Source: an optimization exercise on an open RTL-to-GDS flow (aim: small area). Production flows keep margins and buffers that such runs may drop. In this exercise RTL edits were held to simulation tests only and were not proved equivalent to the original. Power and IR drop assume default switching activity.

==> flow/design.v <==
module usb_top (gclk, reset_l, cs1_l, SYN_GEN_LD, CRC_16, TX_LOAD, TX_DATA,
                TX_LAST_BYTE, RX_LOAD, error_crc_rx, TX_READY_LD, T_lastbit,
                qualify_out, DATA, RX_READY_LD, RX_LAST_BYTE);
input        gclk;
input        reset_l;
input        cs1_l;
input        SYN_GEN_LD;
input        CRC_16;
input        TX_LOAD;
input  [7:0] TX_DATA;
input        TX_LAST_BYTE;
input        RX_LOAD;
output       error_crc_rx;
output       TX_READY_LD;
output       T_lastbit;
output [8:0] qualify_out;
output [7:0] DATA;
output       RX_READY_LD;
output       RX_LAST_BYTE;
reg        w1, w2, act2;           
reg  [7:0] sh1, sh2;
reg  [4:0] c1, c2;                 
reg        lbf, crcf;
reg  [3:0] crccnt;
reg  [4:0] pcc;
reg  [5:0] ds;                     
wire       halt = &ds;
wire       done1 = (c1 == 5'd8);
wire       done2 = (c2 == 5'd8);
wire       a1 = w1 & ~act2;
wire       a2 = w2 & act2;
wire       tcs = a1 | a2;
wire       tdo_bit = act2 ? sh2[0] : sh1[0];
wire       crc_done = CRC_16 ? (crccnt == 4'd14) : (crccnt == 4'd3);
wire       tl1 = lbf & ~(w1 | w2);
reg        tl2;
assign     T_lastbit = tl1 | tl2;
assign     TX_READY_LD = ~(w1 & w2) & ~halt;
wire       start = tcs | (CRC_16 & (T_lastbit | crcf)) | (&pcc);
always @(posedge gclk or negedge reset_l)
  if (!reset_l) begin
    w1 <= 1'b0; w2 <= 1'b0;
  end else if ((TX_LOAD | SYN_GEN_LD) & ~w1) w1 <= 1'b1;
  else if (TX_LOAD & ~w2) w2 <= 1'b1;
  else if (done1) w1 <= 1'b0;
  else if (done2) w2 <= 1'b0;
always @(posedge gclk or negedge reset_l)
  if (!reset_l) act2 <= 1'b0;
  else if (done2) act2 <= 1'b0;
  else if (done1) act2 <= 1'b1;
always @(posedge gclk or negedge reset_l)
  if (!reset_l) sh1[0] <= 1'b0;
  else if (~halt) begin
    if (SYN_GEN_LD) sh1[0] <= 1'b0;
    else if (TX_LOAD & ~w1) sh1[0] <= TX_DATA[0];
    else if (a1) sh1[0] <= sh1[1];
  end
always @(posedge gclk)
  if (~halt) begin
    if (SYN_GEN_LD) sh1[7:1] <= 7'h40;
    else if (TX_LOAD & ~w1) sh1[7:1] <= TX_DATA[7:1];
    else if (a1) sh1[7:1] <= {1'b0, sh1[7:2]};
  end
always @(posedge gclk or negedge reset_l)
  if (!reset_l) sh2 <= 8'h00;
  else if (~halt) begin
    if (TX_LOAD & ~w2 & w1) sh2 <= TX_DATA;
    else if (a2) sh2 <= {1'b0, sh2[7:1]};
  end
always @(negedge gclk or negedge reset_l)
  if (!reset_l) c1 <= 5'd0;
  else if (~halt) begin
    if (a1) c1 <= c1 + 5'd1;
    else if (done1) c1 <= 5'd0;
  end
always @(negedge gclk or negedge reset_l)
  if (!reset_l) c2 <= 5'd0;
  else if (~halt) begin
    if (a2) c2 <= c2 + 5'd1;
    else if (done2) c2 <= 5'd0;
  end
always @(negedge gclk or negedge reset_l)
  if (!reset_l) tl2 <= 1'b0;
  else tl2 <= tl1;
always @(posedge gclk or negedge reset_l)
  if (!reset_l) lbf <= 1'b0;
  else if (TX_LAST_BYTE) lbf <= 1'b1;
  else if (T_lastbit) lbf <= 1'b0;
always @(posedge gclk or negedge reset_l)
  if (!reset_l) crcf <= 1'b0;
  else if (T_lastbit) crcf <= 1'b1;
  else if (crc_done) crcf <= 1'b0;
always @(posedge gclk or negedge reset_l)
  if (!reset_l) crccnt <= 4'd0;
  else if (crc_done) crccnt <= 4'd0;
  else if (crcf) crccnt <= crccnt + 4'd1;
always @(posedge gclk or negedge reset_l)
  if (!reset_l) pcc <= 5'd0;
  else if (tcs & ~CRC_16 & ~halt) pcc <= pcc + 5'd1;
reg start_txd, tdv, tdo, vd;
always @(posedge gclk) begin
  if (~cs1_l | ~start) ds <= 6'd0;
  else ds <= {ds[4:0], tdo_bit & ~halt};
  start_txd <= cs1_l & start;
  tdv <= start_txd;
  if (~start_txd) tdo <= 1'b1;
  else if (~ds[0]) tdo <= ~tdo;
end
always @(posedge gclk or negedge reset_l)
  if (!reset_l) vd <= 1'b0;
  else vd <= tdv;
wire send_eop = vd & ~tdv;
wire rxd = tdo & ~send_eop;
localparam S_WAIT = 3'd0, S_PID = 3'd1, S_FRAME = 3'd2, S_DEV = 3'd3,
           S_DATA = 3'd4, S_EP = 3'd5, S_CRC5 = 3'd6, S_ERR = 3'd7;
reg  [9:0] in8;                    
reg  [7:0] nsync;                  
reg        eop;
reg  [2:0] state, next_state;
reg  [3:0] xc;                     
wire       pa = (state != S_WAIT);
wire       sync_found = ~pa & (nsync == 8'hab);
wire       kmode = (state == S_DEV) | (state == S_EP) | (state == S_FRAME);
wire       dc = kmode & ((in8[6:0] == 7'h00) | (in8[6:0] == 7'h7f));
wire       dec = (xc == 4'd8) & ~kmode;
wire [7:0] pid = in8[7:0];
wire       p_sof = (pid == 8'h6c);
wire       p_ios = (pid == 8'h4e) | (pid == 8'h50) | (pid == 8'h72);
wire       p_dat = (pid == 8'h28) | (pid == 8'h36);
wire       p_pre = (pid == 8'h82);
wire       p_known = p_sof | p_ios | p_dat | p_pre | (pid == 8'hd8) | (pid == 8'hc6) | (pid == 8'hfa);
always @(posedge gclk) begin
  in8 <= {in8[8:0], rxd};
  eop <= send_eop;
end
always @(posedge gclk or negedge reset_l)
  if (!reset_l) nsync <= 8'h00;
  else if (~pa) nsync <= {nsync[6:0], ~rxd};
always @(*) begin
  next_state = state;
  case (state)
    S_WAIT:  if (sync_found) next_state = S_PID;
    S_PID:   if (eop) next_state = S_WAIT;
             else if (dec) begin
               if (p_pre) next_state = S_PID;
               else if (p_dat) next_state = S_DATA;
               else if (p_ios) next_state = S_DEV;
               else if (p_sof) next_state = S_FRAME;
               else if (~p_known) next_state = S_ERR;
             end
    S_DEV:   if (eop) next_state = S_WAIT; else if (xc == 4'd6) next_state = S_EP;
    S_EP:    if (eop) next_state = S_WAIT; else if (xc == 4'd10) next_state = S_CRC5;
    S_FRAME: if (eop) next_state = S_WAIT; else if (xc == 4'd10) next_state = S_CRC5;
    default: if (eop) next_state = S_WAIT;
  endcase
end
always @(posedge gclk or negedge reset_l)
  if (!reset_l) state <= S_WAIT;
  else state <= next_state;
always @(posedge gclk or negedge reset_l)
  if (!reset_l) xc <= 4'd0;
  else if (sync_found) xc <= 4'd1;
  else if (kmode) xc <= eop ? 4'd0 : (dc ? xc : xc + 4'd1);
  else if ((state == S_PID) & dec & ~eop & (p_sof | p_ios)) xc <= 4'd0;
  else if (xc != 4'd0) xc <= xc + 4'd1;
reg  [2:0] sd1, sd2;
reg        v1, v2, en1, q0;
always @(posedge gclk) begin
  sd1 <= state; sd2 <= sd1;
  en1 <= eop; q0 <= en1;
end
always @(posedge gclk or negedge reset_l)
  if (!reset_l) begin v1 <= 1'b0; v2 <= 1'b0; end
  else begin v1 <= 1'b1; v2 <= v1; end
assign qualify_out[8] = v2 & (sd2 == S_WAIT);
assign qualify_out[7] = (sd2 == S_PID);
assign qualify_out[6] = (sd2 == S_DEV);
assign qualify_out[5] = (sd2 == S_EP);
assign qualify_out[4] = (sd2 == S_CRC5);
assign qualify_out[3] = (sd2 == S_FRAME);
assign qualify_out[2] = (sd2 == S_DATA);
assign qualify_out[1] = (sd2 == S_ERR);
assign qualify_out[0] = q0;
wire       cs2 = (sd2 != S_WAIT) & ~q0;
reg  [3:0] wc;                     
always @(posedge gclk) begin
  wc <= ~cs2 ? 4'd0 : (wc[3] ? wc : wc + 4'd1);
end
wire halt_rx = cs2 & (wc[3] | (wc[2] & wc[1])) & (in8[2] != in8[3]) &
               (in8[9:3] == 7'h00 | in8[9:3] == 7'h7f);
wire rdi = (in8[2] == in8[3]);
wire cwe = cs2 & wc[3];
assign RX_LAST_BYTE = ~(cs2 & (wc != 4'd0));
reg  [4:0]  n5;
reg  [15:0] n16;
reg         err16;
wire        chk = qualify_out[0];
wire        si5 = ~(rdi ^ n5[4]) & cwe;
wire        si16 = ~(rdi ^ n16[15]) & cwe;
always @(posedge gclk or negedge reset_l)
  if (!reset_l) begin
    n5 <= 5'h00; n16 <= 16'h0000; err16 <= 1'b0;
  end else begin
    if (~halt_rx) begin
      n5 <= {n5[3], n5[2], n5[1] ^ si5, n5[0], cwe & ~si5};
      n16 <= {n16[14] ^ si16, n16[13:2], n16[1] ^ si16, n16[0], cwe & ~si16};
    end
    if (chk & (n16 != 16'h7ff2)) err16 <= 1'b1;
  end
wire err5 = chk & (n5 != 5'b10011);
assign error_crc_rx = qualify_out[2] ? err16 : err5;
reg [7:0] rsh;
reg [3:0] rcnt;
reg [7:0] data_out;
reg       rdy;
always @(posedge gclk)
  if (~halt_rx & cs2) rsh <= {rdi, rsh[7:1]};
always @(negedge gclk)
  if (~halt_rx) begin
    if (~cs2) rcnt <= 4'hf;
    else if (rcnt == 4'd7) rcnt <= 4'd0;
    else rcnt <= rcnt + 4'd1;
  end
always @(negedge gclk or negedge reset_l)
  if (!reset_l) begin
    data_out <= 8'h00; rdy <= 1'b0;
  end else if (rcnt == 4'd7) begin
    data_out <= rsh; rdy <= 1'b1;
  end else if (RX_LOAD) rdy <= 1'b0;
assign DATA = data_out;
assign RX_READY_LD = rdy;
endmodule
export LEC_CHECK = 0
export CAP_MARGIN = 20
export CORE_MARGIN = 2
export CORE_UTILIZATION = 40
export SLEW_MARGIN = 20
create_clock -name core_clock -period 6.0 [get_ports {gclk}]
run.sh (not shown) runs the stock make flow with config.mk's settings and CLKGATE_MAP_FILE= SYNTH_SCRIPT=/design/flow/synth_recipe.tcl, a recipe that flattens the netlist after the stock synthesis.
The baseline completed without violations.
Rerun with:
--- a/flow/design.v
+++ b/flow/design.v
@@ -130,4 +130,5 @@
 wire       p_pre = (pid == 8'h82);
 wire       p_known = p_sof | p_ios | p_dat | p_pre | (pid == 8'hd8) | (pid == 8'hc6) | (pid == 8'hfa);
+wire       rdv = pa & ~eop;
 always @(posedge gclk) begin
   in8 <= {in8[8:0], rxd};
@@ -174,15 +175,17 @@
   else begin v1 <= 1'b1; v2 <= v1; end
 assign qualify_out[8] = v2 & (sd2 == S_WAIT);
-assign qualify_out[7] = (sd2 == S_PID);
-assign qualify_out[6] = (sd2 == S_DEV);
-assign qualify_out[5] = (sd2 == S_EP);
-assign qualify_out[4] = (sd2 == S_CRC5);
-assign qualify_out[3] = (sd2 == S_FRAME);
-assign qualify_out[2] = (sd2 == S_DATA);
-assign qualify_out[1] = (sd2 == S_ERR);
+assign qualify_out[7] = v2 & (sd2 == S_PID);
+assign qualify_out[6] = v2 & (sd2 == S_DEV);
+assign qualify_out[5] = v2 & (sd2 == S_EP);
+assign qualify_out[4] = v2 & (sd2 == S_CRC5);
+assign qualify_out[3] = v2 & (sd2 == S_FRAME);
+assign qualify_out[2] = v2 & (sd2 == S_DATA);
+assign qualify_out[1] = v2 & (sd2 == S_ERR);
 assign qualify_out[0] = q0;
-wire       cs2 = (sd2 != S_WAIT) & ~q0;
+reg        rdv1, cs2;
 reg  [3:0] wc;                     
 always @(posedge gclk) begin
+  rdv1 <= rdv;
+  cs2 <= rdv1;
   wc <= ~cs2 ? 4'd0 : (wc[3] ? wc : wc + 4'd1);
 end
Outcome: The changed run completed without violations; worst hold slack improved by 0.0031 ns; wire length grows by about 0.8%; setup slack improved by 0.031 ns; design area grows by 2.0%; utilization grows by 0.61 points; count of clock-buffer cells in the layout shrinks by 2; die area grows by about 1.3%; via count grows by 1.5%; total power grows by 0.85%; combinational power shrinks by about 7%.

## the reference run
Starts from the design.v that is shown in full above.
Settings: LEC_CHECK=0, CAP_MARGIN=20, CORE_MARGIN=2, CORE_UTILIZATION=40, SLEW_MARGIN=20; clock period 6.0 ns.
standard.sh (not shown) runs the stock make flow with config.mk's settings and CLKGATE_MAP_FILE= SYNTH_SCRIPT=/design/flow/synth_recipe.tcl, a recipe that flattens the netlist after the stock synthesis.
==> flow/flow/run.sh <==
#!/bin/bash
# Layout flow: ORFS synthesis with an area-oriented ABC mapping (the
# registers are the standard synthesis's: only combinational mapping
# changes), then the standard layout with the smallest port buffer
# cell and a clock tree of small buffers without dummy loads.
set -euo pipefail
W="$PWD"
make -C "$FLOW_HOME" DESIGN_CONFIG="$W/config.mk" WORK_HOME="$W/orfs" CLKGATE_MAP_FILE= \
  SYNTH_SCRIPT="$W/flow/synth.tcl" synth > "$W/synth.log" 2>&1
export BUFFER_PORTS_ARGS="-buffer_cell sky130_fd_sc_hd__buf_1"
export CTS_ARGS="-sink_clustering_enable -repair_clock_nets -dont_use_dummy_load -buf_list \"sky130_fd_sc_hd__clkbuf_2 sky130_fd_sc_hd__clkbuf_4 sky130_fd_sc_hd__clkbuf_8\" -sink_buffer_max_cap_derate 0.5"
bash standard.sh finish > "$W/layout.log" 2>&1
==> flow/flow/synth.tcl <==
# Standard ORFS synthesis (as synth_recipe.tcl) with two changes to the
# combinational mapping only: ABC runs its default area-oriented script
# without the speed script, delay target and drive constraints, and adders
# are left to ABC instead of the half/full adder cells.
proc synth {args} { yosys synth -nofsm -noshare {*}$args }
proc abc {args} {
  set out {}
  set skip 0
  foreach a $args {
    if {$skip} { set skip 0; continue }
    if {$a eq "-script" || $a eq "-constr" || $a eq "-D"} { set skip 1; continue }
    lappend out $a
  }
  yosys abc {*}$out
}
set ::env(ADDER_MAP_FILE) ""
source $::env(SCRIPTS_DIR)/synth.tcl
# left out here: clear keep_hierarchy, flatten, clean up, hide names made inside functions, write 1_2_yosys.v
What the trial run does differently from the reference run at the input level:
--- a/flow/design.v
+++ b/flow/design.v
@@ -77,13 +77,12 @@
   if (!reset_l) c2 <= 5'd0;
   else if (~halt) begin
     if (a2) c2 <= c2 + 5'd1;
     else if (done2) c2 <= 5'd0;
   end
-always @(negedge gclk or negedge reset_l)
-  if (!reset_l) tl2 <= 1'b0;
-  else tl2 <= tl1;
+always @(negedge gclk)
+  tl2 <= tl1;
 always @(posedge gclk or negedge reset_l)
   if (!reset_l) lbf <= 1'b0;
   else if (TX_LAST_BYTE) lbf <= 1'b1;
   else if (T_lastbit) lbf <= 1'b0;
 always @(posedge gclk or negedge reset_l)
@@ -112,16 +111,19 @@
 wire send_eop = vd & ~tdv;
 wire rxd = tdo & ~send_eop;
 localparam S_WAIT = 3'd0, S_PID = 3'd1, S_FRAME = 3'd2, S_DEV = 3'd3,
            S_DATA = 3'd4, S_EP = 3'd5, S_CRC5 = 3'd6, S_ERR = 3'd7;
 reg  [9:0] in8;                    
-reg  [7:0] nsync;                  
+reg  [3:0] jc;                     
+reg        sb;                     
 reg        eop;
 reg  [2:0] state, next_state;
 reg  [3:0] xc;                     
 wire       pa = (state != S_WAIT);
-wire       sync_found = ~pa & (nsync == 8'hab);
+wire       sync_found = ~pa & ((jc[3] & (in8[7:0] == 8'h54)) |
+                               ((jc == 4'd6) & sb & (in8[5:0] == 6'b010100)) |
+                               ((jc == 4'd7) & ~sb & (in8[6:0] == 7'b1010100)));
 wire       kmode = (state == S_DEV) | (state == S_EP) | (state == S_FRAME);
 wire       dc = kmode & ((in8[6:0] == 7'h00) | (in8[6:0] == 7'h7f));
 wire       dec = (xc == 4'd8) & ~kmode;
 wire [7:0] pid = in8[7:0];
 wire       p_sof = (pid == 8'h6c);
@@ -132,12 +134,15 @@
 always @(posedge gclk) begin
   in8 <= {in8[8:0], rxd};
   eop <= send_eop;
 end
 always @(posedge gclk or negedge reset_l)
-  if (!reset_l) nsync <= 8'h00;
-  else if (~pa) nsync <= {nsync[6:0], ~rxd};
+  if (!reset_l) jc <= 4'd8;
+  else if (pa) jc <= 4'd0;
+  else if (~jc[3]) jc <= jc + 4'd1;
+always @(posedge gclk)
+  if (sync_found) sb <= rxd;
 always @(*) begin
   next_state = state;
   case (state)
     S_WAIT:  if (sync_found) next_state = S_PID;
     S_PID:   if (eop) next_state = S_WAIT;
@@ -212,11 +217,11 @@
 reg [7:0] rsh;
 reg [3:0] rcnt;
 reg [7:0] data_out;
 reg       rdy;
 always @(posedge gclk)
-  if (~halt_rx & cs2) rsh <= {rdi, rsh[7:1]};
+  if (~halt_rx) rsh <= {rdi, rsh[7:1]};
 always @(negedge gclk)
   if (~halt_rx) begin
     if (~cs2) rcnt <= 4'hf;
     else if (rcnt == 4'd7) rcnt <= 4'd0;
     else rcnt <= rcnt + 4'd1;
### Flow results
Compared with the reference run, the trial run shows a vertical extent of the die that is about 1.3% lower.
Die size: the trial run is under the reference run
Diff the reference run -> the trial run: net switching power figure -about 8%; share of cells above drive strength 1 went up by 0.25 points; minimum setup slack in the final design has increased.
Final standard cell count with taps included and fillers excluded was higher in the run labelled the reference run.
Detailed-route wire length ended up 7.5% lower on the trial run than on the reference run.
[diff] total power draw, the trial run relative to the reference run: improvement
Synthesized cell count for the trial run: 9 down relative to the reference run
| global routing met3 resource utilization | the trial run vs the reference run | 0.37 points higher |
